Context: an optimization exercise on an open-source flow, tuned for small area. The choices shown serve that exercise and are no tape-out recipe. Only simulation tests tie the RTL to the original design; equivalence was not proved. Power is estimated from default activity; no workload was simulated.

==> flow/design.v (outline; a module is shown in full before it is edited, if it fits) <==
// module ALU_TOP: 619 lines
// module aout: 3 lines
// module cmp_bit: 5 lines
// module dec_post: 28 lines
// module dec_pre: 14 lines
// module eq_tree: 3 lines
// module fa_c: 4 lines
// module flag_out: 8 lines
// module ha_c: 4 lines
// module inv_c: 3 lines
// module logb: 3 lines
// module mux_i: 3 lines
// module mxi_c: 3 lines
// module nand_c: 3 lines
// module nor_c: 3 lines
// module okg_10: 3 lines
// module or_c: 3 lines
// module selg_01: 5 lines
// module selg_10: 5 lines
// module shb_nn: 3 lines
// module shb_nt: 3 lines
// module shb_tn: 3 lines
// module shb_tt: 3 lines
// module shb_tx: 3 lines
// module shb_xn: 3 lines
// module xor_c: 3 lines
module ALU_TOP (
  input  wire [15:0] A,
  input  wire [15:0] B,
  input  wire [3:0]  alu_fun,
  input  wire        clk,
  input  wire        rest,
  output wire [15:0] ari_out,
  output wire        carry_out,
  output wire        ari_flag,
  output wire [15:0] log_out,
  output wire        log_flag,
  output wire [15:0] cmp_out,
  output wire        cmp_flag,
  output wire [15:0] shift_out,
  output wire        shift_flag
);
  // ...
==> flow/flow/run.sh <==
#!/bin/bash
# Standard ORFS layout (standard.sh, unchanged synthesis), except that the
# port buffers use the smallest buffer cell instead of the one buffer_ports
# picks by default.
set -euo pipefail
bash standard.sh "BUFFER_PORTS_ARGS=-buffer_cell sky130_fd_sc_hd__buf_1" finish > standard_flow.log 2>&1
==> flow/standard.sh <==
#!/bin/bash
# synth_recipe.tcl (not shown) runs the flow's synth.tcl, then flattens the netlist and writes it again
# the make line also repeats each setting of config.mk as NAME=value (left out here)
make -C /OpenROAD-flow-scripts/flow DESIGN_CONFIG=/design/flow/config.mk WORK_HOME=/design/flow/orfs CLKGATE_MAP_FILE= SYNTH_SCRIPT=/design/flow/synth_recipe.tcl "${@:-finish}"
==> flow/config.mk <==
export PLATFORM = sky130hd
export DESIGN_NAME = ALU_TOP
export DESIGN_NICKNAME = ALU_TOP
export VERILOG_FILES = /design/flow/design.v
export SDC_FILE = /design/flow/constraint.sdc
export NUM_CORES = 4
export LEC_CHECK = 0
export CAP_MARGIN = 20
export CORE_MARGIN = 2
export CORE_UTILIZATION = 40
export SLEW_MARGIN = 20
export SYNTH_HIERARCHICAL = 1
==> flow/constraint.sdc <==
create_clock -name core_clock -period 35.0 [get_ports {clk}]
set_input_delay 7.0000 -clock core_clock [delete_from_list [all_inputs] [get_ports {clk}]]
set_output_delay 7.0000 -clock core_clock [all_outputs]
set_load 0.01 [all_outputs]
==> impl_metrics.json, run 1 <==
{
  "finalSetupTns_ns": 0,
  "grt_pass1_wl_um": 32660,
  "top_usage_layer": "met2",
  "routed-wl-met2_um": 10290,
  "syn_area_per_cell_um2": 10.37,
  "clk-power_uw": 47.1,
  "synth_top_family_by_area": "adder cells",
  "hold_viol_final": 0,
  "grt-ovfl-total": 0,
  "cts_root_buf": "clkbuf_16",
  "layout_commonest_cell": "fa_1",
  "grt_usage_pct": 23.12,
  "gp_congestion": 0.9509,
  "clkTransAtPathRegs_ns": 0.07,
  "drv_cap": 0,
  "final_cell_mix": "fa_1, o22ai_1, buf_1",
  "status": "no timing/DRC/antenna violations",
  "cp-end-kind": "flip-flop",
  "nNonClkBuffers": 104,
  "cp_top_family": "adder cells",
  "crit_buf_inv": 8,
  "design_area_um2": 7810,
  "async_flop_share_pct": 12.24,
  "antenna_found_initial": 0,
  "first_global_vias": 5939
}
==> module aout, before the edit <==
module aout (input q, input s, input eq, input ea, input eb, output o);
  assign o = (q & eq) | (s & ea) | (~s & eb);
endmodule
==> module dec_post, before the edit <==
module dec_post (input [3:0] f, input a0, output mul, output dv, output v1, output v0, output nv1, output nv0, output g0, output ng0, output e_q, output e_t, output e_f, output l_np1, output l_np0, output l_op0, output l_nop0, output s_ar, output s_al, output s_br, output s_bl, output s_nar, output s_nal);
  wire ari_en = (f[3:2] == 2'b00);
  wire log_en = (f[3:2] == 2'b01);
  wire sh_en  = (f[3:2] == 2'b11);
  wire sub = (f == 4'b0001);
  assign mul = (f == 4'b0010);
  assign dv  = (f == 4'b0011);
  wire inj = sub | dv;
  assign v1 = ~mul & ~inj;
  assign v0 = ~mul & inj;
  assign nv1 = ~v1;
  assign nv0 = ~v0;
  assign g0 = a0 | ~mul;        
  assign ng0 = ~g0;
  assign e_q = ari_en & dv;             
  assign e_t = ari_en & ~dv & ~sub;     
  assign e_f = ari_en & sub;            
  assign l_np1 = ~(log_en & ~f[1]);    
  assign l_np0 = ~(log_en & f[1]);     
  assign l_op0 = f[0];
  assign l_nop0 = ~f[0];
  assign s_ar = sh_en & (f[1:0] == 2'b00);    
  assign s_al = sh_en & (f[1:0] == 2'b01);    
  assign s_br = sh_en & (f[1:0] == 2'b10);    
  assign s_bl = sh_en & (f[1:0] == 2'b11);    
  assign s_nar = ~s_ar;
  assign s_nal = ~s_al;
endmodule
==> inputs of run 2 (changes only) <==
--- a/flow/design.v
+++ b/flow/design.v
@@ -57,17 +57,19 @@
   wire [0:0] i15_x, i15_s;
   wire [1:0] i15_c;
   mxi_c u_i15_x0 (.s(A[15]), .n1(i_nv1), .n0(i_nv0), .y(i15_x[0]));
   xor_c u_i15_s0 (.a(i15_x[0]), .b(B[0]), .y(i15_s[0]));
   wire i15_cn;
   nand_c u_i15_c1 (.a(i15_x[0]), .b(B[0]), .y(i15_cn));
   inv_c u_i15_c1i (.a(i15_cn), .y(i15_c[1]));
   wire i15_sel, i15_nsel;
-  selg_01 u_i15_sg (.co(i15_c[1]), .hz(i_hz[15]), .mul(i_mul), .a(A[15]), .sel(i15_sel), .nsel(i15_nsel));
+  wire i15_nma;
+  nand_c u_i15_nma (.a(i_mul), .b(A[15]), .y(i15_nma));
+  selg_n u_i15_sg (.co(i15_c[1]), .hz(i_hz[15]), .nma(i15_nma), .sel(i15_sel), .nsel(i15_nsel));
   wire [0:0] i15_out;
   mux_i u_i15_m0 (.s(i15_s[0]), .x(i15_x[0]), .sel(i15_sel), .nsel(i15_nsel), .o(i15_out[0]));
   wire [0:0] i14_rin = i15_out;
   wire [1:0] i14_x, i14_s;
   wire [2:0] i14_c;
   assign i14_x[1:1] = i14_rin;
   mxi_c u_i14_x0 (.s(A[14]), .n1(i_v1), .n0(i_v0), .y(i14_x[0]));
   xor_c u_i14_s0 (.a(i14_x[0]), .b(B[0]), .y(i14_s[0]));
@@ -82,17 +84,19 @@
   wire [2:0] i13_x, i13_s;
   wire [3:0] i13_c;
   assign i13_x[2:1] = i13_rin;
   mxi_c u_i13_x0 (.s(A[13]), .n1(i_nv1), .n0(i_nv0), .y(i13_x[0]));
   ha_c u_i13_h (.a(i13_x[0]), .b(B[0]), .s(i13_s[0]), .c(i13_c[1]));
   fa_c u_i13_f1 (.x(i13_x[1]), .y(B[1]), .ci(i13_c[1]), .s(i13_s[1]), .co(i13_c[2]));
   fa_c u_i13_f2 (.x(i13_x[2]), .y(B[2]), .ci(i13_c[2]), .s(i13_s[2]), .co(i13_c[3]));
   wire i13_sel, i13_nsel;
-  selg_01 u_i13_sg (.co(i13_c[3]), .hz(i_hz[13]), .mul(i_mul), .a(A[13]), .sel(i13_sel), .nsel(i13_nsel));
+  wire i13_nma;
+  nand_c u_i13_nma (.a(i_mul), .b(A[13]), .y(i13_nma));
+  selg_n u_i13_sg (.co(i13_c[3]), .hz(i_hz[13]), .nma(i13_nma), .sel(i13_sel), .nsel(i13_nsel));
   wire [2:0] i13_out;
   mux_i u_i13_m0 (.s(i13_s[0]), .x(i13_x[0]), .sel(i13_sel), .nsel(i13_nsel), .o(i13_out[0]));
   mux_i u_i13_m1 (.s(i13_s[1]), .x(i13_x[1]), .sel(i13_sel), .nsel(i13_nsel), .o(i13_out[1]));
   mux_i u_i13_m2 (.s(i13_s[2]), .x(i13_x[2]), .sel(i13_sel), .nsel(i13_nsel), .o(i13_out[2]));
   wire [2:0] i12_rin = i13_out;
   wire [3:0] i12_x, i12_s;
   wire [4:0] i12_c;
   assign i12_x[3:1] = i12_rin;
@@ -116,17 +120,19 @@
   mxi_c u_i11_x0 (.s(A[11]), .n1(i_v1), .n0(i_v0), .y(i11_x[0]));
   xor_c u_i11_s0 (.a(i11_x[0]), .b(B[0]), .y(i11_s[0]));
   nor_c u_i11_c1 (.a(i11_x[0]), .b(i_nb[0]), .y(i11_c[1]));
   fa_c u_i11_f1 (.x(i11_x[1]), .y(B[1]), .ci(i11_c[1]), .s(i11_s[1]), .co(i11_c[2]));
   fa_c u_i11_f2 (.x(i11_x[2]), .y(B[2]), .ci(i11_c[2]), .s(i11_s[2]), .co(i11_c[3]));
   fa_c u_i11_f3 (.x(i11_x[3]), .y(B[3]), .ci(i11_c[3]), .s(i11_s[3]), .co(i11_c[4]));
   fa_c u_i11_f4 (.x(i11_x[4]), .y(B[4]), .ci(i11_c[4]), .s(i11_s[4]), .co(i11_c[5]));
   wire i11_sel, i11_nsel;
-  selg_01 u_i11_sg (.co(i11_c[5]), .hz(i_hz[11]), .mul(i_mul), .a(A[11]), .sel(i11_sel), .nsel(i11_nsel));
+  wire i11_nma;
+  nand_c u_i11_nma (.a(i_mul), .b(A[11]), .y(i11_nma));
+  selg_n u_i11_sg (.co(i11_c[5]), .hz(i_hz[11]), .nma(i11_nma), .sel(i11_sel), .nsel(i11_nsel));
   wire [4:0] i11_out;
   mux_i u_i11_m0 (.s(i11_s[0]), .x(i11_x[0]), .sel(i11_sel), .nsel(i11_nsel), .o(i11_out[0]));
   mux_i u_i11_m1 (.s(i11_s[1]), .x(i11_x[1]), .sel(i11_sel), .nsel(i11_nsel), .o(i11_out[1]));
   mux_i u_i11_m2 (.s(i11_s[2]), .x(i11_x[2]), .sel(i11_sel), .nsel(i11_nsel), .o(i11_out[2]));
   mux_i u_i11_m3 (.s(i11_s[3]), .x(i11_x[3]), .sel(i11_sel), .nsel(i11_nsel), .o(i11_out[3]));
   mux_i u_i11_m4 (.s(i11_s[4]), .x(i11_x[4]), .sel(i11_sel), .nsel(i11_nsel), .o(i11_out[4]));
   wire [4:0] i10_rin = i11_out;
   wire [5:0] i10_x, i10_s;
@@ -161,17 +167,19 @@
   fa_c u_i9_f2 (.x(i9_x[2]), .y(i_nb[2]), .ci(i9_c[2]), .s(i9_s[2]), .co(i9_c[3]));
   wire i9_ci3;
   inv_c u_i9_i3 (.a(i9_c[3]), .y(i9_ci3));
   fa_c u_i9_f3 (.x(i9_x[3]), .y(B[3]), .ci(i9_ci3), .s(i9_s[3]), .co(i9_c[4]));
   fa_c u_i9_f4 (.x(i9_x[4]), .y(B[4]), .ci(i9_c[4]), .s(i9_s[4]), .co(i9_c[5]));
   fa_c u_i9_f5 (.x(i9_x[5]), .y(B[5]), .ci(i9_c[5]), .s(i9_s[5]), .co(i9_c[6]));
   fa_c u_i9_f6 (.x(i9_x[6]), .y(B[6]), .ci(i9_c[6]), .s(i9_s[6]), .co(i9_c[7]));
   wire i9_sel, i9_nsel;
-  selg_01 u_i9_sg (.co(i9_c[7]), .hz(i_hz[9]), .mul(i_mul), .a(A[9]), .sel(i9_sel), .nsel(i9_nsel));
+  wire i9_nma;
+  nand_c u_i9_nma (.a(i_mul), .b(A[9]), .y(i9_nma));
+  selg_n u_i9_sg (.co(i9_c[7]), .hz(i_hz[9]), .nma(i9_nma), .sel(i9_sel), .nsel(i9_nsel));
   wire [6:0] i9_out;
   mux_i u_i9_m0 (.s(i9_s[0]), .x(i9_x[0]), .sel(i9_sel), .nsel(i9_nsel), .o(i9_out[0]));
   mux_i u_i9_m1 (.s(i9_s[1]), .x(i9_x[1]), .sel(i9_sel), .nsel(i9_nsel), .o(i9_out[1]));
   mux_i u_i9_m2 (.s(i9_s[2]), .x(i9_x[2]), .sel(i9_sel), .nsel(i9_nsel), .o(i9_out[2]));
   mux_i u_i9_m3 (.s(i9_s[3]), .x(i9_x[3]), .sel(i9_sel), .nsel(i9_nsel), .o(i9_out[3]));
   mux_i u_i9_m4 (.s(i9_s[4]), .x(i9_x[4]), .sel(i9_sel), .nsel(i9_nsel), .o(i9_out[4]));
   mux_i u_i9_m5 (.s(i9_s[5]), .x(i9_x[5]), .sel(i9_sel), .nsel(i9_nsel), .o(i9_out[5]));
   mux_i u_i9_m6 (.s(i9_s[6]), .x(i9_x[6]), .sel(i9_sel), .nsel(i9_nsel), .o(i9_out[6]));
@@ -214,17 +222,19 @@
   fa_c u_i7_f4 (.x(i7_x[4]), .y(i_nb[4]), .ci(i7_c[4]), .s(i7_s[4]), .co(i7_c[5]));
   wire i7_ci5;
   inv_c u_i7_i5 (.a(i7_c[5]), .y(i7_ci5));
   fa_c u_i7_f5 (.x(i7_x[5]), .y(B[5]), .ci(i7_ci5), .s(i7_s[5]), .co(i7_c[6]));
   fa_c u_i7_f6 (.x(i7_x[6]), .y(B[6]), .ci(i7_c[6]), .s(i7_s[6]), .co(i7_c[7]));
   fa_c u_i7_f7 (.x(i7_x[7]), .y(B[7]), .ci(i7_c[7]), .s(i7_s[7]), .co(i7_c[8]));
   fa_c u_i7_f8 (.x(i7_x[8]), .y(B[8]), .ci(i7_c[8]), .s(i7_s[8]), .co(i7_c[9]));
   wire i7_sel, i7_nsel;
-  selg_01 u_i7_sg (.co(i7_c[9]), .hz(i_hz[7]), .mul(i_mul), .a(A[7]), .sel(i7_sel), .nsel(i7_nsel));
+  wire i7_nma;
+  nand_c u_i7_nma (.a(i_mul), .b(A[7]), .y(i7_nma));
+  selg_n u_i7_sg (.co(i7_c[9]), .hz(i_hz[7]), .nma(i7_nma), .sel(i7_sel), .nsel(i7_nsel));
   wire [8:0] i7_out;
   mux_i u_i7_m0 (.s(i7_s[0]), .x(i7_x[0]), .sel(i7_sel), .nsel(i7_nsel), .o(i7_out[0]));
   mux_i u_i7_m1 (.s(i7_s[1]), .x(i7_x[1]), .sel(i7_sel), .nsel(i7_nsel), .o(i7_out[1]));
   mux_i u_i7_m2 (.s(i7_s[2]), .x(i7_x[2]), .sel(i7_sel), .nsel(i7_nsel), .o(i7_out[2]));
   mux_i u_i7_m3 (.s(i7_s[3]), .x(i7_x[3]), .sel(i7_sel), .nsel(i7_nsel), .o(i7_out[3]));
   mux_i u_i7_m4 (.s(i7_s[4]), .x(i7_x[4]), .sel(i7_sel), .nsel(i7_nsel), .o(i7_out[4]));
   mux_i u_i7_m5 (.s(i7_s[5]), .x(i7_x[5]), .sel(i7_sel), .nsel(i7_nsel), .o(i7_out[5]));
   mux_i u_i7_m6 (.s(i7_s[6]), .x(i7_x[6]), .sel(i7_sel), .nsel(i7_nsel), .o(i7_out[6]));
@@ -275,17 +285,19 @@
   fa_c u_i5_f6 (.x(i5_x[6]), .y(i_nb[6]), .ci(i5_c[6]), .s(i5_s[6]), .co(i5_c[7]));
   wire i5_ci7;
   inv_c u_i5_i7 (.a(i5_c[7]), .y(i5_ci7));
   fa_c u_i5_f7 (.x(i5_x[7]), .y(B[7]), .ci(i5_ci7), .s(i5_s[7]), .co(i5_c[8]));
   fa_c u_i5_f8 (.x(i5_x[8]), .y(B[8]), .ci(i5_c[8]), .s(i5_s[8]), .co(i5_c[9]));
   fa_c u_i5_f9 (.x(i5_x[9]), .y(B[9]), .ci(i5_c[9]), .s(i5_s[9]), .co(i5_c[10]));
   fa_c u_i5_f10 (.x(i5_x[10]), .y(B[10]), .ci(i5_c[10]), .s(i5_s[10]), .co(i5_c[11]));
   wire i5_sel, i5_nsel;
-  selg_01 u_i5_sg (.co(i5_c[11]), .hz(i_hz[5]), .mul(i_mul), .a(A[5]), .sel(i5_sel), .nsel(i5_nsel));
+  wire i5_nma;
+  nand_c u_i5_nma (.a(i_mul), .b(A[5]), .y(i5_nma));
+  selg_n u_i5_sg (.co(i5_c[11]), .hz(i_hz[5]), .nma(i5_nma), .sel(i5_sel), .nsel(i5_nsel));
   wire [10:0] i5_out;
   mux_i u_i5_m0 (.s(i5_s[0]), .x(i5_x[0]), .sel(i5_sel), .nsel(i5_nsel), .o(i5_out[0]));
   mux_i u_i5_m1 (.s(i5_s[1]), .x(i5_x[1]), .sel(i5_sel), .nsel(i5_nsel), .o(i5_out[1]));
   mux_i u_i5_m2 (.s(i5_s[2]), .x(i5_x[2]), .sel(i5_sel), .nsel(i5_nsel), .o(i5_out[2]));
   mux_i u_i5_m3 (.s(i5_s[3]), .x(i5_x[3]), .sel(i5_sel), .nsel(i5_nsel), .o(i5_out[3]));
   mux_i u_i5_m4 (.s(i5_s[4]), .x(i5_x[4]), .sel(i5_sel), .nsel(i5_nsel), .o(i5_out[4]));
   mux_i u_i5_m5 (.s(i5_s[5]), .x(i5_x[5]), .sel(i5_sel), .nsel(i5_nsel), .o(i5_out[5]));
   mux_i u_i5_m6 (.s(i5_s[6]), .x(i5_x[6]), .sel(i5_sel), .nsel(i5_nsel), .o(i5_out[6]));
@@ -310,20 +322,20 @@
       f <= 4'b1000;
       c <= 2'b00;
     end else begin
       f <= alu_fun;
       c <= {c_next1, c_next0};
     end
   end
   assign cmp_out = {14'b0, c};
-  wire mul, dv, v1, v0, nv1, nv0, g0, ng0, e_q, e_t, e_f, l_np1, l_np0, l_op0, l_nop0;
+  wire mul, dv, v1, v0, nv1, nv0, g0, ng0, e_q, e_t, e_f, e_nt, e_nf, l_np1, l_np0, l_op0, l_nop0;
   wire s_ar, s_al, s_br, s_bl, s_nar, s_nal;
   dec_post u_decp (.f(f), .a0(ar[0]), .mul(mul), .dv(dv), .v1(v1), .v0(v0), .nv1(nv1), .nv0(nv0),
-                   .g0(g0), .ng0(ng0), .e_q(e_q), .e_t(e_t), .e_f(e_f),
+                   .g0(g0), .ng0(ng0), .e_q(e_q), .e_t(e_t), .e_f(e_f), .e_nt(e_nt), .e_nf(e_nf),
                    .l_np1(l_np1), .l_np0(l_np0), .l_op0(l_op0), .l_nop0(l_nop0),
                    .s_ar(s_ar), .s_al(s_al), .s_br(s_br), .s_bl(s_bl), .s_nar(s_nar), .s_nal(s_nal));
   wire [15:0] nbr;
   generate
     for (k = 0; k < 16; k = k + 1) begin : g_nbr
       inv_c u_nbr (.a(br[k]), .y(nbr[k]));
     end
   endgenerate
@@ -401,17 +413,19 @@
   fa_c u_p3_f8 (.x(p3_x[8]), .y(nbr[8]), .ci(p3_c[8]), .s(p3_s[8]), .co(p3_c[9]));
   wire p3_ci9;
   inv_c u_p3_i9 (.a(p3_c[9]), .y(p3_ci9));
   fa_c u_p3_f9 (.x(p3_x[9]), .y(br[9]), .ci(p3_ci9), .s(p3_s[9]), .co(p3_c[10]));
   fa_c u_p3_f10 (.x(p3_x[10]), .y(br[10]), .ci(p3_c[10]), .s(p3_s[10]), .co(p3_c[11]));
   fa_c u_p3_f11 (.x(p3_x[11]), .y(br[11]), .ci(p3_c[11]), .s(p3_s[11]), .co(p3_c[12]));
   fa_c u_p3_f12 (.x(p3_x[12]), .y(br[12]), .ci(p3_c[12]), .s(p3_s[12]), .co(p3_c[13]));
   wire p3_sel, p3_nsel;
-  selg_01 u_p3_sg (.co(p3_c[13]), .hz(hz[3]), .mul(mul), .a(ar[3]), .sel(p3_sel), .nsel(p3_nsel));
+  wire p3_nma;
+  nand_c u_p3_nma (.a(mul), .b(ar[3]), .y(p3_nma));
+  selg_n u_p3_sg (.co(p3_c[13]), .hz(hz[3]), .nma(p3_nma), .sel(p3_sel), .nsel(p3_nsel));
   wire [12:0] p3_out;
   mux_i u_p3_m0 (.s(p3_s[0]), .x(p3_x[0]), .sel(p3_sel), .nsel(p3_nsel), .o(p3_out[0]));
   mux_i u_p3_m1 (.s(p3_s[1]), .x(p3_x[1]), .sel(p3_sel), .nsel(p3_nsel), .o(p3_out[1]));
   mux_i u_p3_m2 (.s(p3_s[2]), .x(p3_x[2]), .sel(p3_sel), .nsel(p3_nsel), .o(p3_out[2]));
   mux_i u_p3_m3 (.s(p3_s[3]), .x(p3_x[3]), .sel(p3_sel), .nsel(p3_nsel), .o(p3_out[3]));
   mux_i u_p3_m4 (.s(p3_s[4]), .x(p3_x[4]), .sel(p3_sel), .nsel(p3_nsel), .o(p3_out[4]));
   mux_i u_p3_m5 (.s(p3_s[5]), .x(p3_x[5]), .sel(p3_sel), .nsel(p3_nsel), .o(p3_out[5]));
   mux_i u_p3_m6 (.s(p3_s[6]), .x(p3_x[6]), .sel(p3_sel), .nsel(p3_nsel), .o(p3_out[6]));
@@ -485,17 +499,19 @@
   fa_c u_p1_f10 (.x(p1_x[10]), .y(nbr[10]), .ci(p1_c[10]), .s(p1_s[10]), .co(p1_c[11]));
   wire p1_ci11;
   inv_c u_p1_i11 (.a(p1_c[11]), .y(p1_ci11));
   fa_c u_p1_f11 (.x(p1_x[11]), .y(br[11]), .ci(p1_ci11), .s(p1_s[11]), .co(p1_c[12]));
   fa_c u_p1_f12 (.x(p1_x[12]), .y(br[12]), .ci(p1_c[12]), .s(p1_s[12]), .co(p1_c[13]));
   fa_c u_p1_f13 (.x(p1_x[13]), .y(br[13]), .ci(p1_c[13]), .s(p1_s[13]), .co(p1_c[14]));
   fa_c u_p1_f14 (.x(p1_x[14]), .y(br[14]), .ci(p1_c[14]), .s(p1_s[14]), .co(p1_c[15]));
   wire p1_sel, p1_nsel;
-  selg_01 u_p1_sg (.co(p1_c[15]), .hz(hz[1]), .mul(mul), .a(ar[1]), .sel(p1_sel), .nsel(p1_nsel));
+  wire p1_nma;
+  nand_c u_p1_nma (.a(mul), .b(ar[1]), .y(p1_nma));
+  selg_n u_p1_sg (.co(p1_c[15]), .hz(hz[1]), .nma(p1_nma), .sel(p1_sel), .nsel(p1_nsel));
   wire [14:0] p1_out;
   mux_i u_p1_m0 (.s(p1_s[0]), .x(p1_x[0]), .sel(p1_sel), .nsel(p1_nsel), .o(p1_out[0]));
   mux_i u_p1_m1 (.s(p1_s[1]), .x(p1_x[1]), .sel(p1_sel), .nsel(p1_nsel), .o(p1_out[1]));
   mux_i u_p1_m2 (.s(p1_s[2]), .x(p1_x[2]), .sel(p1_sel), .nsel(p1_nsel), .o(p1_out[2]));
   mux_i u_p1_m3 (.s(p1_s[3]), .x(p1_x[3]), .sel(p1_sel), .nsel(p1_nsel), .o(p1_out[3]));
   mux_i u_p1_m4 (.s(p1_s[4]), .x(p1_x[4]), .sel(p1_sel), .nsel(p1_nsel), .o(p1_out[4]));
   mux_i u_p1_m5 (.s(p1_s[5]), .x(p1_x[5]), .sel(p1_sel), .nsel(p1_nsel), .o(p1_out[5]));
   mux_i u_p1_m6 (.s(p1_s[6]), .x(p1_x[6]), .sel(p1_sel), .nsel(p1_nsel), .o(p1_out[6]));
@@ -563,32 +579,32 @@
   fa_c u_p0_f14 (.x(p0_x[14]), .y(p0_y14), .ci(p0_c[14]), .s(p0_s[14]), .co(p0_c[15]));
   wire p0_y15;
   nand_c u_p0_y15 (.a(br[15]), .b(g0), .y(p0_y15));
   fa_c u_p0_f15 (.x(p0_x[15]), .y(p0_y15), .ci(p0_c[15]), .s(p0_s[15]), .co(p0_c[16]));
   wire p0_ok;
   okg_10 u_p0_ok (.co(p0_c[16]), .hz(hz[0]), .ok(p0_ok));
   wire [15:0] a_p = {rr, ar};
   wire [15:0] q = {qr, p4_sel, p3_sel, p2_sel, p1_sel, p0_ok};
-  aout u_ao0 (.q(q[0]), .s(p0_s[0]), .eq(e_q), .ea(e_t), .eb(e_f), .o(ari_out[0]));
-  aout u_ao1 (.q(q[1]), .s(p0_s[1]), .eq(e_q), .ea(e_t), .eb(e_f), .o(ari_out[1]));
-  aout u_ao2 (.q(q[2]), .s(p0_s[2]), .eq(e_q), .ea(e_t), .eb(e_f), .o(ari_out[2]));
-  aout u_ao3 (.q(q[3]), .s(p0_s[3]), .eq(e_q), .ea(e_f), .eb(e_t), .o(ari_out[3]));
-  aout u_ao4 (.q(q[4]), .s(p0_s[4]), .eq(e_q), .ea(e_f), .eb(e_t), .o(ari_out[4]));
-  aout u_ao5 (.q(q[5]), .s(p0_s[5]), .eq(e_q), .ea(e_f), .eb(e_t), .o(ari_out[5]));
-  aout u_ao6 (.q(q[6]), .s(p0_s[6]), .eq(e_q), .ea(e_t), .eb(e_f), .o(ari_out[6]));
-  aout u_ao7 (.q(q[7]), .s(p0_s[7]), .eq(e_q), .ea(e_t), .eb(e_f), .o(ari_out[7]));
-  aout u_ao8 (.q(q[8]), .s(p0_s[8]), .eq(e_q), .ea(e_t), .eb(e_f), .o(ari_out[8]));
-  aout u_ao9 (.q(q[9]), .s(p0_s[9]), .eq(e_q), .ea(e_t), .eb(e_f), .o(ari_out[9]));
-  aout u_ao10 (.q(q[10]), .s(p0_s[10]), .eq(e_q), .ea(e_t), .eb(e_f), .o(ari_out[10]));
-  aout u_ao11 (.q(q[11]), .s(p0_s[11]), .eq(e_q), .ea(e_t), .eb(e_f), .o(ari_out[11]));
-  aout u_ao12 (.q(q[12]), .s(p0_s[12]), .eq(e_q), .ea(e_f), .eb(e_t), .o(ari_out[12]));
-  aout u_ao13 (.q(q[13]), .s(p0_s[13]), .eq(e_q), .ea(e_f), .eb(e_t), .o(ari_out[13]));
-  aout u_ao14 (.q(q[14]), .s(p0_s[14]), .eq(e_q), .ea(e_f), .eb(e_t), .o(ari_out[14]));
-  aout u_ao15 (.q(q[15]), .s(p0_s[15]), .eq(e_q), .ea(e_f), .eb(e_t), .o(ari_out[15]));
+  aout u_ao0 (.q(q[0]), .s(p0_s[0]), .eq(e_q), .ea(e_t), .neb(e_nf), .o(ari_out[0]));
+  aout u_ao1 (.q(q[1]), .s(p0_s[1]), .eq(e_q), .ea(e_t), .neb(e_nf), .o(ari_out[1]));
+  aout u_ao2 (.q(q[2]), .s(p0_s[2]), .eq(e_q), .ea(e_t), .neb(e_nf), .o(ari_out[2]));
+  aout u_ao3 (.q(q[3]), .s(p0_s[3]), .eq(e_q), .ea(e_f), .neb(e_nt), .o(ari_out[3]));
+  aout u_ao4 (.q(q[4]), .s(p0_s[4]), .eq(e_q), .ea(e_f), .neb(e_nt), .o(ari_out[4]));
+  aout u_ao5 (.q(q[5]), .s(p0_s[5]), .eq(e_q), .ea(e_f), .neb(e_nt), .o(ari_out[5]));
+  aout u_ao6 (.q(q[6]), .s(p0_s[6]), .eq(e_q), .ea(e_t), .neb(e_nf), .o(ari_out[6]));
+  aout u_ao7 (.q(q[7]), .s(p0_s[7]), .eq(e_q), .ea(e_t), .neb(e_nf), .o(ari_out[7]));
+  aout u_ao8 (.q(q[8]), .s(p0_s[8]), .eq(e_q), .ea(e_t), .neb(e_nf), .o(ari_out[8]));
+  aout u_ao9 (.q(q[9]), .s(p0_s[9]), .eq(e_q), .ea(e_t), .neb(e_nf), .o(ari_out[9]));
+  aout u_ao10 (.q(q[10]), .s(p0_s[10]), .eq(e_q), .ea(e_t), .neb(e_nf), .o(ari_out[10]));
+  aout u_ao11 (.q(q[11]), .s(p0_s[11]), .eq(e_q), .ea(e_t), .neb(e_nf), .o(ari_out[11]));
+  aout u_ao12 (.q(q[12]), .s(p0_s[12]), .eq(e_q), .ea(e_f), .neb(e_nt), .o(ari_out[12]));
+  aout u_ao13 (.q(q[13]), .s(p0_s[13]), .eq(e_q), .ea(e_f), .neb(e_nt), .o(ari_out[13]));
+  aout u_ao14 (.q(q[14]), .s(p0_s[14]), .eq(e_q), .ea(e_f), .neb(e_nt), .o(ari_out[14]));
+  aout u_ao15 (.q(q[15]), .s(p0_s[15]), .eq(e_q), .ea(e_f), .neb(e_nt), .o(ari_out[15]));
   logb u_lg0 (.a(a_p[0]), .b(br[0]), .c(l_op0), .np1(l_np1), .np0(l_np0), .o(log_out[0]));
   logb u_lg1 (.a(a_p[1]), .b(br[1]), .c(l_op0), .np1(l_np1), .np0(l_np0), .o(log_out[1]));
   logb u_lg2 (.a(a_p[2]), .b(br[2]), .c(l_op0), .np1(l_np1), .np0(l_np0), .o(log_out[2]));
   logb u_lg3 (.a(a_p[3]), .b(br[3]), .c(l_op0), .np1(l_np1), .np0(l_np0), .o(log_out[3]));
   logb u_lg4 (.a(a_p[4]), .b(br[4]), .c(l_op0), .np1(l_np1), .np0(l_np0), .o(log_out[4]));
   logb u_lg5 (.a(a_p[5]), .b(nbr[5]), .c(l_nop0), .np1(l_np0), .np0(l_np1), .o(log_out[5]));
   logb u_lg6 (.a(a_p[6]), .b(br[6]), .c(l_op0), .np1(l_np1), .np0(l_np0), .o(log_out[6]));
   logb u_lg7 (.a(a_p[7]), .b(br[7]), .c(l_op0), .np1(l_np1), .np0(l_np0), .o(log_out[7]));
@@ -612,41 +628,43 @@
   shb_tt u_sh9 (.a1(a_p[10]), .er(s_ar), .b1(br[10]), .ebr(s_br), .a0(a_p[8]), .el(s_al), .b0(br[8]), .ebl(s_bl), .o(shift_out[9]));
   shb_tt u_sh10 (.a1(a_p[11]), .er(s_ar), .b1(br[11]), .ebr(s_br), .a0(a_p[9]), .el(s_al), .b0(br[9]), .ebl(s_bl), .o(shift_out[10]));
   shb_nt u_sh11 (.a1(a_p[12]), .er(s_nar), .b1(br[12]), .ebr(s_br), .a0(a_p[10]), .el(s_al), .b0(br[10]), .ebl(s_bl), .o(shift_out[11]));
   shb_nt u_sh12 (.a1(a_p[13]), .er(s_nar), .b1(br[13]), .ebr(s_br), .a0(a_p[11]), .el(s_al), .b0(br[11]), .ebl(s_bl), .o(shift_out[12]));
   shb_nn u_sh13 (.a1(a_p[14]), .er(s_nar), .b1(br[14]), .ebr(s_br), .a0(a_p[12]), .el(s_nal), .b0(br[12]), .ebl(s_bl), .o(shift_out[13]));
   shb_nn u_sh14 (.a1(a_p[15]), .er(s_nar), .b1(br[15]), .ebr(s_br), .a0(a_p[13]), .el(s_nal), .b0(br[13]), .ebl(s_bl), .o(shift_out[14]));
   shb_xn u_sh15 (.a0(a_p[14]), .el(s_nal), .b0(br[14]), .ebl(s_bl), .o(shift_out[15]));
 endmodule
-module aout (input q, input s, input eq, input ea, input eb, output o);
-  assign o = (q & eq) | (s & ea) | (~s & eb);
+module aout (input q, input s, input eq, input ea, input neb, output o);
+  assign o = (q & eq) | (s & ea) | ~(s | neb);
 endmodule
 module cmp_bit (input a, input b, input inv, input ci, output co, output e);
   wire y = b ^ inv;
   assign co = (a & y) | (ci & (a | y));
   assign e = ~(a ^ b);
 endmodule
-module dec_post (input [3:0] f, input a0, output mul, output dv, output v1, output v0, output nv1, output nv0, output g0, output ng0, output e_q, output e_t, output e_f, output l_np1, output l_np0, output l_op0, output l_nop0, output s_ar, output s_al, output s_br, output s_bl, output s_nar, output s_nal);
+module dec_post (input [3:0] f, input a0, output mul, output dv, output v1, output v0, output nv1, output nv0, output g0, output ng0, output e_q, output e_t, output e_f, output e_nt, output e_nf, output l_np1, output l_np0, output l_op0, output l_nop0, output s_ar, output s_al, output s_br, output s_bl, output s_nar, output s_nal);
   wire ari_en = (f[3:2] == 2'b00);
   wire log_en = (f[3:2] == 2'b01);
   wire sh_en  = (f[3:2] == 2'b11);
   wire sub = (f == 4'b0001);
   assign mul = (f == 4'b0010);
   assign dv  = (f == 4'b0011);
   wire inj = sub | dv;
   assign v1 = ~mul & ~inj;
   assign v0 = ~mul & inj;
   assign nv1 = ~v1;
   assign nv0 = ~v0;
   assign g0 = a0 | ~mul;        
   assign ng0 = ~g0;
   assign e_q = ari_en & dv;             
   assign e_t = ari_en & ~dv & ~sub;     
   assign e_f = ari_en & sub;            
+  assign e_nt = ~e_t;
+  assign e_nf = ~e_f;
   assign l_np1 = ~(log_en & ~f[1]);    
   assign l_np0 = ~(log_en & f[1]);     
   assign l_op0 = f[0];
   assign l_nop0 = ~f[0];
   assign s_ar = sh_en & (f[1:0] == 2'b00);    
   assign s_al = sh_en & (f[1:0] == 2'b01);    
   assign s_br = sh_en & (f[1:0] == 2'b10);    
   assign s_bl = sh_en & (f[1:0] == 2'b11);    
@@ -705,23 +723,23 @@
   assign y = ~(a | b);
 endmodule
 module okg_10 (input co, input hz, output ok);
   assign ok = co & hz;
 endmodule
 module or_c (input a, input b, output y);
   assign y = a | b;
 endmodule
-module selg_01 (input co, input hz, input mul, input a, output sel, output nsel);
-  wire t = (mul & a) | (~co & ~hz);
+module selg_10 (input co, input hz, input mul, input a, output sel, output nsel);
+  wire t = (mul & a) | (co & hz);
   assign sel = t;
   assign nsel = ~t;
 endmodule
-module selg_10 (input co, input hz, input mul, input a, output sel, output nsel);
-  wire t = (mul & a) | (co & hz);
+module selg_n (input co, input hz, input nma, output sel, output nsel);
+  wire t = ~nma | (~co & ~hz);
   assign sel = t;
   assign nsel = ~t;
 endmodule
 module shb_nn (input a1, input b1, input er, input ebr, input a0, input b0, input el, input ebl, output o);
   assign o = (~a1 & ~er) | (b1 & ebr) | (~a0 & ~el) | (b0 & ebl);
 endmodule
 module shb_nt (input a1, input b1, input er, input ebr, input a0, input b0, input el, input ebl, output o);
   assign o = (~a1 & ~er) | (b1 & ebr) | (a0 & el) | (b0 & ebl);
==> flow/flow/run.sh (replaced) <==
#!/bin/bash
# Standard ORFS layout (standard.sh, with its unchanged synthesis), except:
#  - port buffers use the smallest buffer cell, not the one buffer_ports picks;
#  - the clock tree uses clkbuf_8 cells and no dummy loads (the tree stays
#    balanced by CTS as usual).
set -euo pipefail
bash standard.sh \
  "BUFFER_PORTS_ARGS=-buffer_cell sky130_fd_sc_hd__buf_1" \
  "CTS_ARGS=-sink_clustering_enable -repair_clock_nets -dont_use_dummy_load -buf_list sky130_fd_sc_hd__clkbuf_8" \
  finish > standard_flow.log 2>&1
==> run 2 against run 1 <==
  * Combinational power about the same
  * Still clean
  * Critical path depth decreased by 3
  * Non-clock buffer count increased by 6
  * Setup slack got worse by 0.082 ns
  * First-iteration DRC count decreased by 0.56%
  * Global-route usage increased by 0.33 points
  * Sequential share of layout area increased by 0.18 points
  * Area after synthesis decreased by 0.77%
  * Core utilization decreased by 0.48 points
  * Wire length increased by 1.7%
  * Clock power decreased by about 40%
  * Highest routed layer unchanged
  * Via count increased by 1.4%
==> impl_metrics.json, run 2 <==
{
  "route.detailed.drc": 0,
  "crit_buf_inv": 6,
  "netlist_area_um2": 6914,
  "pin_count": 107,
  "seq_area_frac_synth_pct": 14.64,
  "clock-sinks": 49,
  "arrival_ns": 33.63,
  "hpwl_um": 16750,
  "hold_buffers": 0,
  "peakVddDrop_uv": 14.41,
  "worst_slew_pin_slew_ns": 1.059,
  "cellPowerDensity_nw_per_um2": 29.48,
  "hold_slack_ns": 6.543,
  "cp_data_required_time_ns": 35.14,
  "finalSetupTns_ns": 0,
  "ant_nets": 0,
  "synthFlopType": "dfxtp_1",
  "layout.nets": 955,
  "routed_wl_um": 20840,
  "final_critical_path_setup_slack_ns": 1.505,
  "drv_cap": 0,
  "grt_usage_pct": 23.45,
  "dr_total_vias": 5922,
  "die_width_um": 135.5,
  "synth_cell_types": 46,
  "path_common_cell": "fa_1",
  "reg.largest.list": "br: 16 flops, qr: 11 flops, rr: 11 flops",
  "tritoncts": "built",
  "antenna_found_initial": 0,
  "grt_max_degree": 22,
  "synth-warning-count": 7,
  "worstSetupPathType": "primary input to flip-flop",
  "final_cell_mix": "fa_1, o22ai_1, buf_1",
  "syn_area_per_cell_um2": 10.15,
  "regMostFlops": "br",
  "dr.pass1.iters": 5,
  "async_flop_share_pct": 12.24,
  "final_util_pct": 44.99,
  "synth_edf_count": 0,
  "io_buffers": 92,
  "rows": 48,
  "largest_register_ffs": 16,
  "start_util_pct": 40.39,
  "cts_root_buf": "clkbuf_8",
  "grt-ovfl-total": 0,
  "status": "no timing/DRC/antenna violations",
  "fin_crit_ns": 33.49,
  "max-slew-margin-rel_pct": 29.11,
  "ys_top_cells_by_area": "fa_1, dfxtp_1, o22ai_1",
  "rsz0062_at_grt": "no",
  "slowest_stage": "fa_1",
  "cts_max_level": 2,
  "fp.dieArea_um2": 18350,
  "area_growth_pct": 11.38,
  "ys_ff_latch": 49,
  "cp_top_family": "adder cells",
  "layout_commonest_cell": "fa_1",
  "fin_crit_sh_pct": 95.70,
  "final-setup-viol-count": 0,
  "first_global_vias": 5815,
  "dpl_worst_slack_ns": 0.5868,
  "cp-end-kind": "flip-flop",
  "clkTransAtPathRegs_ns": 0.08,
  "nFillCells": 1709,
  "power.leakage_nw": 2.944,
  "die_h_um": 135.5,
  "wl_per_cell_um": 20.55,
  "grt_pass1_wl_um": 32950,
  "cts-buffers-inserted": 5,
  "max_stage_delay_ns": 0.46,
  "max_freq_ghz": 0.02986,
  "core_um2": 17120,
  "ys_top_cells_by_count": "fa_1, o22ai_1, inv_1",
  "diodes": 0,
  "clock_path_buffers": 2,
  "min-delay-path-class": "primary input to asynchronous set/reset pin",
  "drive_above_1_share_pct": 10.27,
  "hold_viol_final": 0,
  "viasPerCell": 5.840,
  "first_iter_violations": 354,
  "gp_congestion": 0.8596,
  "yosysTopAreaCell": "fa_1",
  "path_max_fanout": 11,
  "maxSlewViolCount": 0,
  "syn_inst": 681,
  "synth_top_cell_area_share_pct": 34.74,
  "critPathLaunchType": "primary input"
}
## run 2: cell count changes after synthesis, moves of 2 or more
cell / change
a2bb2oi_2: -8
nand3_1: +2
o21a_1: +8
nor2b_1: -16
nor2_2: +2
nor3_1: +2
nor2_1: +9
o2bb2ai_1: -8
nand2_1: +6
o21ai_1: +8
inv_1: +3
## run 2: stage by stage
stage	total power, mW	cell area [µm²]	instances
after floorplan	0.1626	6963	694
after global placement	0.1946	7536	1004
after detailed placement	0.1976	7536	1004
after CTS	0.2259	7605	1009
after global routing	0.2500	7701	1014
final	0.2270	7701	1014
## run 2: area by class of cell
cell class | instances | area (µm²) | share of cell area, %
clock buffer | 5 | 68.82 | 0.8936
inverter | 53 | 198.9 | 2.583
multi-input combinational | 572 | 5658 | 73.47
sequential | 49 | 1012 | 13.14
tap | 225 | 281.5 | 3.656
timing repair buffer | 110 | 481.7 | 6.255
## run 2: worst max path at each step
stage | cells after the start | startpoint | to
after floorplan | 100 | alu_fun[3] | rr[0]
after global placement | 100 | alu_fun[0] | rr[9]
after detailed placement | 100 | alu_fun[0] | rr[9]
after CTS | 100 | alu_fun[0] | rr[9]
after global routing | 101 | alu_fun[3] | rr[8]
final | 99 | alu_fun[3] | rr[9]
## run 2: cells by family after synthesis
logic type / count (synthesis) / synth area share (%)
mux: 32 / 4.633
compound gates: 201 / 20.23
xor+xnor: 43 / 5.447
buf+inv: 73 / 5.157
flops: 49 / 14.64
other cells: 1 / 0.05424
fa+ha+maj: 158 / 41.04
simple gates: 124 / 8.795
## run 2: per-module statistics from Yosys, one instance, submodules excluded, excerpt
module  flops+latches  cells
nand_c              0      1
inv_c               0      1
nor_c               0      1
mux_i               0      1
aout                0      2
ha_c                0      1
fa_c                0      1
## run 2: metal layers
metal / GRT usage, % / vias up / part of all wire (%)
met5: 0 / - / 0
met1: 33.75 / 2986 / 44
met4: 6.597 / 0 / 2.5
li1: - / 2694 / -
met3: 1.160 / 39 / 4.8
met2: 38.75 / 203 / 48
## run 2: what timing repair did
| item | in CTS | in global routing |
|---|---|---|
| resized for setup | 0 | 13 |
| setup buffers | 0 | 5 |
| endpoints found under the hold margin | 0 | 0 |
| endpoints found under the setup margin | 0 | 12 |
## run 2: power breakdown
part / switching [mW] / internal [mW] / total, mW
Sequential: 0.00899 / 0.0597 / 0.0687
Combinational: 0.0751 / 0.0549 / 0.130
Clock: 0.0154 / 0.0129 / 0.0283
Total: 0.0995 / 0.128 / 0.227
==> inputs of run 3 (changes only) <==
--- a/flow/config.mk
+++ b/flow/config.mk
@@ -7,6 +7,6 @@
 export LEC_CHECK = 0
 export CAP_MARGIN = 20
 export CORE_MARGIN = 2
-export CORE_UTILIZATION = 40
+export CORE_UTILIZATION = 75
 export SLEW_MARGIN = 20
 export SYNTH_HIERARCHICAL = 1
==> run 3 against run 2 <==
  * Wire length down 3.2%
  * Combinational power is 5% higher
  * Fmax down 0.72%
  * Worst hold slack lost 0.0069 ns
  * Flip-flop and latch count did not move
  * Non-clock buffer count is 3 lower
  * Highest routed layer unchanged
==> impl_metrics.json, run 3 <==
{
  "status": "no timing/DRC/antenna violations",
  "rows": 35,
  "ys_top_cells_by_count": "fa_1, o22ai_1, inv_1",
  "cp-end-kind": "flip-flop",
  "start_util_pct": 75.91,
  "cts-buffers-inserted": 5,
  "synthSimpleGateAreaFrac_pct": 8.795,
  "seq_area_frac_synth_pct": 14.64,
  "arrival_ns": 33.87,
  "layout_commonest_cell": "fa_1",
  "peakVddDrop_uv": 17.88,
  "syn_area_per_cell_um2": 10.15,
  "dr.pass1.iters": 5,
  "muxShareOfSynthArea_pct": 4.633,
  "cp_data_required_time_ns": 35.14,
  "reg.largest.list": "br: 16 flops, qr: 11 flops, rr: 11 flops",
  "synth-warning-count": 7,
  "cts_max_level": 2,
  "critPathLaunchType": "primary input",
  "synth_compound_area_share_pct": 20.23,
  "io_buffers": 92,
  "netlist_area_um2": 6914,
  "final-setup-viol-count": 0,
  "diodes": 0,
  "path_max_fanout": 11,
  "met1_length_um": 7189,
  "clock-sinks": 49,
  "async_flop_share_pct": 12.24,
  "first_global_vias": 6214,
  "viasPerCell": 7.039,
  "synth_fa_ha_area_share_pct": 41.04,
  "ant_nets": 0,
  "synth_xor_xnor_area_share_pct": 5.447,
  "clkTransAtPathRegs_ns": 0.09,
  "antenna_found_initial": 0,
  "regMostFlops": "br",
  "finalSetupTns_ns": 0,
  "max_freq_ghz": 0.02964,
  "routed-wl-met2_um": 10060,
  "hpwl_um": 15960,
  "ys_ff_latch": 49,
  "gp_congestion": 0.9662,
  "final_cell_mix": "fa_1, o22ai_1, buf_1",
  "dpl_worst_slack_ns": 0.7772,
  "maxSlewViolCount": 0,
  "drive_above_1_share_pct": 10.05,
  "syn_inst": 681,
  "worstSetupPathType": "primary input to flip-flop",
  "fp.dieArea_um2": 10000,
  "synth_top_family_by_area": "adder cells",
  "hold_viol_final": 0,
  "slowest_stage": "fa_1",
  "max-slew-margin-rel_pct": 22.37,
  "tritoncts": "built",
  "grt_max_degree": 22,
  "grt_usage_pct": 41.16,
  "largest_register_ffs": 16,
  "grt_pass1_wl_um": 31760,
  "wl_per_cell_um": 22.48,
  "drv_cap": 0,
  "hold_buffers": 0,
  "hold_slack_ns": 6.536,
  "die_h_um": 100.0,
  "cellPowerDensity_nw_per_um2": 31.14,
  "layout.nets": 952,
  "core_um2": 9109,
  "path_common_cell": "fa_1",
  "wl_met3_um": 1765,
  "worst_slew_pin_slew_ns": 1.160,
  "clock_path_buffers": 2,
  "synthFlopType": "dfxtp_1",
  "route.detailed.drc": 0,
  "first_iter_violations": 437,
  "cts_root_buf": "clkbuf_8",
  "fin_crit_ns": 33.74,
  "grt-ovfl-total": 0,
  "routed_wl_um": 20170,
  "final_critical_path_setup_slack_ns": 1.264,
  "final_util_pct": 82.71,
  "yosysTopAreaCell": "fa_1",
  "total_power_uw": 234.6,
  "die_width_um": 100.0,
  "ys_top_cells_by_area": "fa_1, dfxtp_1, o22ai_1",
  "max_stage_delay_ns": 0.47,
  "synth_cell_types": 46,
  "fin_crit_sh_pct": 96.39,
  "min-delay-path-class": "primary input to asynchronous set/reset pin",
  "pin_count": 107,
  "power.leakage_nw": 2.932,
  "dr_total_vias": 6314,
  "synth_edf_count": 0,
  "area_growth_pct": 8.958,
  "synth_top_cell_area_share_pct": 34.74,
  "top_layer": "met4"
}
==> run 3: repair_timing <==
| item | 4_1_cts | 5_1_grt |
|---|---|---|
| gates resized for setup | 0 | 15 |
| hold endpoints to repair | 0 | 0 |
| endpoints found under the setup margin | 0 | 12 |
| setup buffers | 0 | 3 |
==> run 3: worst max path at each step <==
| stage | from | to | depth (start not counted) |
|---|---|---|---|
| after global placement | alu_fun[0] | rr[10] | 100 |
| after detailed placement | alu_fun[0] | rr[3] | 100 |
| after global routing | alu_fun[3] | rr[10] | 101 |
| after CTS | alu_fun[0] | rr[10] | 100 |
| final | alu_fun[3] | rr[10] | 101 |
| after floorplan | alu_fun[3] | rr[0] | 100 |
==> run 3: modules after synthesis, one instance, submodules excluded, a selection <==
module	copies in the design	flops+latches	area [µm²]	cells inside
dec_post	1	0	201.4	31
xor_c	10	0	8.758	1
nand_c	28	0	3.754	1
flag_out	1	0	75.07	10
logb	16	0	21.27	2
shb_tx	1	0	8.758	1
mux_i	120	0	6.256	1
selg_n	8	0	12.51	2
nor_c	19	0	3.754	1
aout	16	0	13.76	2
fa_c	120	0	20.02	1
==> run 3: cell families (layout without fill, tap and decap cells) <==
group                    Yosys count  after routing
XOR/XNOR                          43             43
flip-flops                        49             49
AO/OA/AOI/OAI                    201            201
buffers and inverters             73            165
adder cells (fa/ha/maj)          158            158
multiplexers                      32             32
AND/OR/NAND/NOR                  124            124
other                              1             14
==> run 3: power breakdown <==
group | total, mW | leakage (nW) | internal [mW] | switching, mW
sequential | 0.0681 | 0.432 | 0.0598 | 0.00835
clock | 0.0304 | 0.0359 | 0.0129 | 0.0174
combinational | 0.136 | 2.46 | 0.0570 | 0.0791
total | 0.235 | 2.93 | 0.130 | 0.105
==> run 3: per-stage QoR <==
step / std cells / area (µm²)
floorplan: 694 / 6963
global placement: 889 / 7386
detailed placement: 889 / 7386
CTS: 894 / 7455
global route: 897 / 7533
finish: 897 / 7533
==> run 3: metal layers <==
metal | GRT usage, % | up-vias
li1 | - | 2693
met2 | 69.91 | 414
met1 | 52.09 | 3101
met4 | 20.65 | 0
met3 | 5.571 | 106
met5 | 0 | -
==> run 3: worst max-delay path: cells and delay by family <==
| kind | cells | cell delay (ns) |
|---|---|---|
| fa+ha+maj | 55 | 18.48 |
| compound gates | 22 | 5.20 |
| simple gates | 17 | 2.56 |
| buf+inv | 7 | 0.59 |
==> run 3: layout make-up <==
class | count | area (µm²)
tap | 111 | 138.9
inverter | 53 | 198.9
sequential | 49 | 1012
timing repair buffer | 107 | 459.2
clock buffer | 5 | 68.82
multi-input combinational | 572 | 5655
fill | 560 | 1575
==> inputs of run 4 (changes only) <==
--- a/flow/config.mk
+++ b/flow/config.mk
@@ -7,6 +7,7 @@
 export LEC_CHECK = 0
 export CAP_MARGIN = 20
 export CORE_MARGIN = 2
-export CORE_UTILIZATION = 75
+export CORE_UTILIZATION = 60
+export GPL_TIMING_DRIVEN = 0
 export SLEW_MARGIN = 20
 export SYNTH_HIERARCHICAL = 1
==> run 4 against run 3 <==
  * Count of clock-buffer cells in the layout stayed put
  * Highest routed layer unchanged
  * Synthesized cell count stayed put
  * Core utilization is 15 points lower
  * Global-route usage is 9.0 points lower
  * Critical endpoint is now rr[5]
  * Via count is 2.6% lower
  * Largest cell class unchanged
  * Critical path depth stayed put
  * Flip-flop and latch count stayed put
  * Still clean
  * Wire length is 1.5% lower
  * Total power is 1.8% lower
==> impl_metrics.json, run 4 <==
{
  "dr.pass1.iters": 5,
  "arrival_ns": 33.58,
  "die_width_um": 111.3,
  "ys_top_cells_by_area": "fa_1, dfxtp_1, o22ai_1",
  "final_cell_mix": "fa_1, o22ai_1, buf_1",
  "path_max_fanout": 11,
  "gp_congestion": 0.8966,
  "syn_area_per_cell_um2": 10.15,
  "fp.dieArea_um2": 12400,
  "fin_crit_sh_pct": 95.55,
  "largest_register_ffs": 16,
  "cts_root_buf": "clkbuf_8",
  "core_um2": 11320,
  "regMostFlops": "br",
  "start_util_pct": 61.07,
  "critPathLaunchType": "primary input",
  "clock_path_buffers": 2,
  "synth_top_cell_area_share_pct": 34.74,
  "layout_commonest_cell": "fa_1",
  "max_stage_delay_ns": 0.46,
  "dr_total_vias": 6149,
  "antenna_found_initial": 0,
  "power.leakage_nw": 3.013,
  "instances_no_fill": 942,
  "clkTransAtPathRegs_ns": 0.08,
  "first_global_vias": 6182,
  "diodes": 0,
  "max_freq_ghz": 0.02990,
  "area_growth_pct": 11.67,
  "ys_top_cells_by_count": "fa_1, o22ai_1, inv_1",
  "cp_data_required_time_ns": 35.14,
  "synthFlopType": "dfxtp_1",
  "worstSetupPathType": "primary input to flip-flop",
  "seq_area_frac_synth_pct": 14.64,
  "rows": 39,
  "hold_slack_ns": 6.551,
  "netlist_area_um2": 6914,
  "fin_crit_ns": 33.44,
  "grt-ovfl-total": 0,
  "status": "no timing/DRC/antenna violations",
  "cp-end-kind": "flip-flop",
  "synth_edf_count": 0,
  "async_flop_share_pct": 12.24,
  "hold_viol_final": 0,
  "peakVddDrop_uv": 16.91,
  "ys_ff_latch": 49,
  "pin_count": 107,
  "slowest_stage": "fa_1",
  "layout.nets": 965,
  "synth_cell_types": 46,
  "path_common_cell": "fa_1",
  "io_buffers": 92,
  "worst_slew_pin_slew_ns": 1.130,
  "drive_above_1_share_pct": 12.89,
  "total_power_uw": 230.3,
  "tritoncts": "built",
  "syn_inst": 681,
  "viasPerCell": 6.528,
  "ant_nets": 0,
  "synth-warning-count": 7,
  "grt_max_degree": 18,
  "hold_buffers": 0,
  "design_area_um2": 7721,
  "cts-buffers-inserted": 5,
  "routed_wl_um": 19870,
  "yosysTopAreaCell": "fa_1",
  "reg.largest.list": "br: 16 flops, qr: 11 flops, rr: 11 flops",
  "grt_pass1_wl_um": 31730,
  "cts_max_level": 2,
  "grt_usage_pct": 32.19,
  "final-setup-viol-count": 0,
  "first_iter_violations": 613,
  "min-delay-path-class": "primary input to asynchronous set/reset pin",
  "cellPowerDensity_nw_per_um2": 29.83,
  "drv_cap": 0,
  "placed_cell_area_um2": 7525,
  "maxSlewViolCount": 0,
  "max-slew-margin-rel_pct": 24.65,
  "clock-sinks": 49,
  "route.detailed.drc": 0,
  "hpwl_um": 16370,
  "die_h_um": 111.3,
  "placedCellCount": 932,
  "wl_per_cell_um": 21.09
}
[run 4: modules after synthesis (local to each module, per instance), a selection]
module,area [µm²],cells inside
shb_tt,18.77,3
shb_tx,8.758,1
mux_i,6.256,1
shb_nt,18.77,3
inv_c,3.754,1
shb_xn,15.01,1
[run 4: what timing repair did]
action                                  4_1_cts  5_1_grt
gates resized for setup                       0       21
buffers inserted                              0        4
endpoints found under the setup margin        0       12
[run 4: stage by stage]
step / setup TNS [ns] / setup slack, ns / utilization, %
floorplan: 0 / 3.431 / -
global placement: 0 / 0.6192 / 66.14
detailed placement: 0 / 0.4023 / 66.47
CTS: 0 / 0.6762 / 67.08
global route: -0.4262 / -0.05077 / 68.20
finish: 0 / 1.556 / 68.20
[run 4: worst max-delay path, delay by kind of cell]
family | cells | cell delay (ns)
AOI/OAI and AO/OA | 22 | 5.04
adders and majority gates | 55 | 18.51
buffers and inverters | 7 | 0.57
and+or+nand+nor | 17 | 2.44
[run 4: final cells by class]
class | instances | area (µm²)
plain buffers | 20 | 157.7
clock buffers | 5 | 68.82
fillers | 973 | 3600
inverters | 53 | 198.9
multi-input cells | 572 | 5705
flip-flops and latches | 49 | 1012
well taps | 143 | 178.9
repair buffers | 100 | 399.1
[run 4: kinds of logic (layout without fill, tap and decap cells)]
kind of cell / count (synthesis) / after routing / synth area share, %
fa+ha+maj: 158 / 158 / 41.04
mux: 32 / 32 / 4.633
compound gates: 201 / 201 / 20.23
buf+inv: 73 / 178 / 5.157
simple gates: 124 / 124 / 8.795
flops: 49 / 49 / 14.64
other cells: 1 / 14 / 0.05424
xor+xnor: 43 / 43 / 5.447
[run 4: report_power, final]
group	internal [mW]	leakage, nW	switching [mW]
Sequential	0.0598	0.432	0.00786
Clock	0.0129	0.0359	0.0148
Combinational	0.0572	2.54	0.0779
Total	0.130	3.01	0.101
[run 4: worst max path at each step]
| stage | cells past startpoint | end | start | slack (ns) |
|---|---|---|---|---|
| after floorplan | 100 | rr[0] | alu_fun[3] | 3.43 |
| after global placement | 86 | rr[10] | alu_fun[1] | 0.62 |
| after detailed placement | 100 | rr[10] | alu_fun[0] | 0.40 |
| after CTS | 100 | rr[4] | alu_fun[0] | 0.68 |
| after global routing | 101 | rr[2] | alu_fun[3] | -0.05 |
| final | 101 | rr[5] | alu_fun[3] | 1.56 |
[run 4: metal layers]
metal / share of wire (%) / vias to the layer above / GRT usage [%]
met5: 0 / - / 0
li1: - / 2715 / -
met2: 51 / 264 / 56.59
met1: 39 / 3107 / 42.61
met4: 3.3 / 0 / 11.28
met3: 6.7 / 63 / 2.177
==> inputs of run 5 (changes only) <==
--- a/flow/config.mk
+++ b/flow/config.mk
@@ -8,6 +8,5 @@
 export CAP_MARGIN = 20
 export CORE_MARGIN = 2
 export CORE_UTILIZATION = 60
-export GPL_TIMING_DRIVEN = 0
 export SLEW_MARGIN = 20
 export SYNTH_HIERARCHICAL = 1
==> run 5 against run 4 <==
  * Still clean
  * Global-route usage rose by 0.20 points
  * Setup slack got worse by 0.30 ns
  * Area after synthesis did not move
  * Via count fell by 3.4%
  * Critical endpoint is now rr[9]
  * Largest cell class unchanged
  * Largest power group unchanged
  * Highest routed layer unchanged
==> impl_metrics.json, run 5 <==
{
  "status": "no timing/DRC/antenna violations",
  "dr_total_vias": 5937,
  "met2_usage_pct": 56.26,
  "ant_nets": 0,
  "max-slew-margin-rel_pct": 21.40,
  "async_flop_share_pct": 12.24,
  "routed_wl_um": 20100,
  "crit_buf_inv": 7,
  "seq_area_frac_synth_pct": 14.64,
  "synth_cell_types": 46,
  "cellPowerDensity_nw_per_um2": 30.37,
  "grt_pass1_wl_um": 31650,
  "dr.pass1.iters": 5,
  "route.detailed.drc": 0,
  "max_stage_delay_ns": 0.46,
  "clock_path_buffers": 2,
  "layout_commonest_cell": "fa_1",
  "yosysTopAreaCell": "fa_1",
  "min-delay-path-class": "primary input to asynchronous set/reset pin",
  "clock-sinks": 49,
  "cp-end-kind": "flip-flop",
  "antenna_found_initial": 0,
  "arrival_ns": 33.88,
  "instances_no_fill": 927,
  "largest_register_ffs": 16,
  "ys_ff_latch": 49,
  "fin_crit_sh_pct": 96.41,
  "fp.dieArea_um2": 12400,
  "critPathLaunchType": "primary input",
  "design_area_um2": 7555,
  "viasPerCell": 6.405,
  "path_depth": 101,
  "die_h_um": 111.3,
  "wl_per_cell_um": 21.68,
  "cp_top_family": "adder cells",
  "clkTransAtPathRegs_ns": 0.07,
  "netlist_area_um2": 6914,
  "synth_top_cell_area_share_pct": 34.74,
  "cp_data_required_time_ns": 35.14,
  "slowest_stage": "fa_1",
  "drv_cap": 0,
  "io_buffers": 92,
  "regArea_um2": 1012,
  "synth-warning-count": 7,
  "grt_max_degree": 22,
  "ys_top_cells_by_count": "fa_1, o22ai_1, inv_1",
  "placedCellCount": 920,
  "gp_congestion": 0.9090,
  "cts-buffers-inserted": 5,
  "hpwl_um": 16330,
  "synthFlopType": "dfxtp_1",
  "regMostFlops": "br",
  "pin_count": 107,
  "hold_viol_final": 0,
  "syn_inst": 681,
  "multi_input_area_um2": 5652,
  "nFillCells": 943,
  "hold_slack_ns": 6.557,
  "start_util_pct": 61.07,
  "synth_edf_count": 0,
  "placed_cell_area_um2": 7418,
  "total_power_uw": 229.5,
  "top_usage_layer": "met2",
  "cts_max_level": 2,
  "final_cell_mix": "fa_1, o22ai_1, buf_1",
  "ys_top_cells_by_area": "fa_1, dfxtp_1, o22ai_1",
  "core_um2": 11320,
  "grt_usage_pct": 32.39,
  "first_iter_violations": 525,
  "use_met1_pct": 42.41,
  "final_util_pct": 66.73,
  "final-setup-viol-count": 0,
  "reg.largest.list": "br: 16 flops, qr: 11 flops, rr: 11 flops",
  "fin_crit_ns": 33.74,
  "path_common_cell": "fa_1",
  "worst_slew_pin_slew_ns": 1.170,
  "area_growth_pct": 9.265,
  "tritoncts": "built",
  "worstSetupPathType": "primary input to flip-flop",
  "diodes": 0,
  "drive_above_1_share_pct": 9.566,
  "die_width_um": 111.3,
  "hold_buffers": 0,
  "cts_root_buf": "clkbuf_8",
  "layout.nets": 950,
  "rows": 39,
  "max_freq_ghz": 0.02964,
  "grt-ovfl-total": 0,
  "met3_usage_pct": 2.994,
  "power.leakage_nw": 2.919,
  "first_global_vias": 6075,
  "maxSlewViolCount": 0,
  "path_max_fanout": 11,
  "peakVddDrop_uv": 14.92,
  "syn_area_per_cell_um2": 10.15
}
[run 5: modules after synthesis (local to each module, per instance), excerpt]
module,flip-flops and latches,times used,cells inside
selg_n,0,8,2
or_c,0,6,1
shb_tt,0,8,3
shb_nn,0,2,3
dec_pre,0,1,11
eq_tree,0,1,5
ALU_TOP,49,1,64
shb_xn,0,1,1
cmp_bit,0,16,3
inv_c,0,48,1
[run 5: cell families (layout without fill, tap and decap cells)]
family | Yosys count | after routing | synth area share, %
compound gates | 201 | 201 | 20.23
xor+xnor | 43 | 43 | 5.447
fa+ha+maj | 158 | 158 | 41.04
buf+inv | 73 | 163 | 5.157
flops | 49 | 49 | 14.64
mux | 32 | 32 | 4.633
other cells | 1 | 14 | 0.05424
simple gates | 124 | 124 | 8.795
[run 5: path summary, 6_finish.rpt]
kind	start	end	slack [ns]
max	alu_fun[3]	rr[9]	1.26
min	rest	c[1]	6.56
max in group asynchronous	rest	f[3]	28.16
min in group core_clock	A[3]	ar[3]	6.89
[run 5: metrics by stage]
| step | TNS [ns] | worst slack (ns) |
|---|---|---|
| after floorplan | 0 | 3.431 |
| after global routing | -0.1784 | -0.03613 |
| after detailed placement | 0 | 0.5628 |
| after global placement | 0 | 1.131 |
| after CTS | 0 | 0.7627 |
| final | 0 | 1.257 |
[run 5: area by class of cell]
cell class              count  share of cell area (%)
well taps                 143                   2.368
multi-input cells         572                   74.81
inverters                  53                   2.633
flip-flops and latches     49                   13.40
repair buffers            105                   5.879
clock buffers               5                  0.9109
[run 5: what timing repair did]
item                       in CTS  in global routing
resized for setup               0                 13
setup endpoints to repair       0                 12
setup buffers                   0                  2
hold endpoints to repair        0                  0
[run 5: routing by layer]
metal | share of wire, % | routed length, µm
met1 | 40 | 7944
met2 | 51 | 10230
met4 | 3.2 | 635
met3 | 6.4 | 1288
met5 | 0 | 0
[run 5: report_power, final]
group	internal [mW]	switching, mW
Combinational	0.0557	0.0767
Sequential	0.0597	0.00860
Clock	0.0129	0.0158
==> inputs of run 6 (changes only) <==
--- a/flow/config.mk
+++ b/flow/config.mk
@@ -5,8 +5,8 @@
 export SDC_FILE = /design/flow/constraint.sdc
 export NUM_CORES = 4
 export LEC_CHECK = 0
-export CAP_MARGIN = 20
+export CAP_MARGIN = 5
 export CORE_MARGIN = 2
 export CORE_UTILIZATION = 60
-export SLEW_MARGIN = 20
+export SLEW_MARGIN = 5
 export SYNTH_HIERARCHICAL = 1
==> run 6 against run 5 <==
  * Sequential power is essentially flat
  * Worst hold slack is the same
  * Global-route usage is the same
  * Design area is the same
  * Via count is the same
  * Cell count is the same
  * Area after synthesis is the same
  * Flip-flop and latch count is the same
==> impl_metrics.json, run 6 <==
{
  "status": "no timing/DRC/antenna violations",
  "pin_count": 107,
  "dr.pass1.iters": 5,
  "cellPowerDensity_nw_per_um2": 30.37,
  "nFillCells": 943,
  "hold_viol_final": 0,
  "route.detailed.drc": 0,
  "routed_wl_um": 20100,
  "multi_input_area_um2": 5652,
  "syn_inst": 681,
  "ys_ff_latch": 49,
  "synth_xor_xnor_area_share_pct": 5.447,
  "synth-warning-count": 7,
  "grt_pass1_wl_um": 31650,
  "first_global_vias": 6075,
  "synth_top_family_by_area": "adder cells",
  "seq_area_frac_synth_pct": 14.64,
  "hpwl_um": 16330,
  "hold_buffers": 0,
  "placedCellCount": 920,
  "gp_congestion": 0.9090,
  "path_max_fanout": 11,
  "wl_per_cell_um": 21.68,
  "rows": 39,
  "grt_usage_pct": 32.39,
  "path_depth": 101,
  "grt_max_degree": 22,
  "cts-buffers-inserted": 5,
  "max-slew-margin-rel_pct": 21.40,
  "peakVddDrop_uv": 14.92,
  "largest_register_ffs": 16,
  "clock-sinks": 49,
  "max_stage_delay_ns": 0.46,
  "p_clk_share_pct": 12.5,
  "worst_slew_pin_slew_ns": 1.170,
  "grt-ovfl-total": 0,
  "crit_buf_inv": 7,
  "final_cell_mix": "fa_1, o22ai_1, buf_1",
  "total_power_uw": 229.5,
  "synthSimpleGateAreaFrac_pct": 8.795,
  "die_width_um": 111.3,
  "synth_edf_count": 0,
  "cp-end-kind": "flip-flop",
  "drive_above_1_share_pct": 9.566,
  "internal_power_uw": 128.3,
  "cts_max_level": 2,
  "reg.largest.list": "br: 16 flops, qr: 11 flops, rr: 11 flops",
  "start_util_pct": 61.07,
  "die_h_um": 111.3
}
-- run 6: cell counts in the layout (fill, tap and decap cells not counted) --
No cell type changed its count.
-- run 6: routing by layer --
metal  track usage [%]  vias to the layer above  wire length [µm]
li1                  -                     2675                 -
met1             42.41                     2926              7944
met2             56.26                      291             10230
met3             2.994                       45              1288
met4             12.51                        0               635
met5                 0                        -                 0
-- run 6: area by class of cell --
class,count,share of cell area (%)
Multi-Input combinational cell,572,74.81
Timing Repair Buffer,105,5.879
Clock buffer,5,0.9109
Tap cell,143,2.368
Sequential cell,49,13.40
Inverter,53,2.633
-- run 6: repair_timing --
item / 4_1_cts / 5_1_grt
resized for setup: 0 / 13
setup endpoints to repair: 0 / 12
endpoints found under the hold margin: 0 / 0
buffers inserted: 0 / 2
-- run 6: logic make-up (layout without fill, tap and decap cells) --
group           Yosys count  after routing
compound gates          201            201
fa+ha+maj               158            158
buf+inv                  73            163
xor+xnor                 43             43
other cells               1             14
flops                    49             49
mux                      32             32
simple gates            124            124
-- run 6: how the worst min path moves through the flow --
stage            to  slack (ns)
2_1_floorplan  c[0]        6.70
3_3_place_gp   c[1]        6.86
3_5_place_dp   c[1]        6.88
4_1_cts        c[1]        6.56
5_1_grt        c[1]        6.57
6_report       c[1]        6.56
-- run 6: stage by stage --
| stage | setup slack [ns] | area (µm²) | hold slack [ns] | util, % | setup TNS, ns |
|---|---|---|---|---|---|
| finish | 1.257 | 7555 | 6.557 | 66.73 | 0 |
| global route | -0.03613 | 7555 | 6.574 | 66.73 | -0.1784 |
| CTS | 0.7627 | 7487 | 6.555 | 66.14 | 0 |
| detailed placement | 0.5628 | 7418 | 6.877 | 65.53 | 0 |
| global placement | 1.131 | 7418 | 6.864 | 65.53 | 0 |
| floorplan | 3.431 | 6963 | 6.704 | - | 0 |
-- run 6: power by group through the flow --
| stage | clock network (mW) | logic, mW | registers (mW) |
|---|---|---|---|
| 3_5_place_dp | 0 | 0.129 | 0.0695 |
| 2_1_floorplan | 0 | 0.0967 | 0.0659 |
| 4_1_cts | 0.0296 | 0.130 | 0.0682 |
| 5_1_grt | 0.0309 | 0.149 | 0.0692 |
| 6_report | 0.0287 | 0.132 | 0.0683 |
| 3_3_place_gp | 0 | 0.123 | 0.0694 |
-- run 6: per-module statistics from Yosys (local to each module, per instance), excerpt --
module    cell area (µm²)  copies in the design
cmp_bit             28.78                    16
xor_c               8.758                    10
shb_tn              18.77                     1
or_c                6.256                     6
flag_out            75.07                     1
selg_n              12.51                     8
ALU_TOP              1121                     1
logb                21.27                    16
mux_i               6.256                   120
shb_nt              18.77                     3
okg_10              6.256                     1
nand_c              3.754                    28
mxi_c               10.01                    16

Check on run 6: ideal ports give 1.257 ns setup slack; a clkbuf_16 on the clock port and buf_2 on the inputs give 1.268 ns; moving port delays by the midpoint clock arrival (0.319 ns) as well gives 0.949 ns.
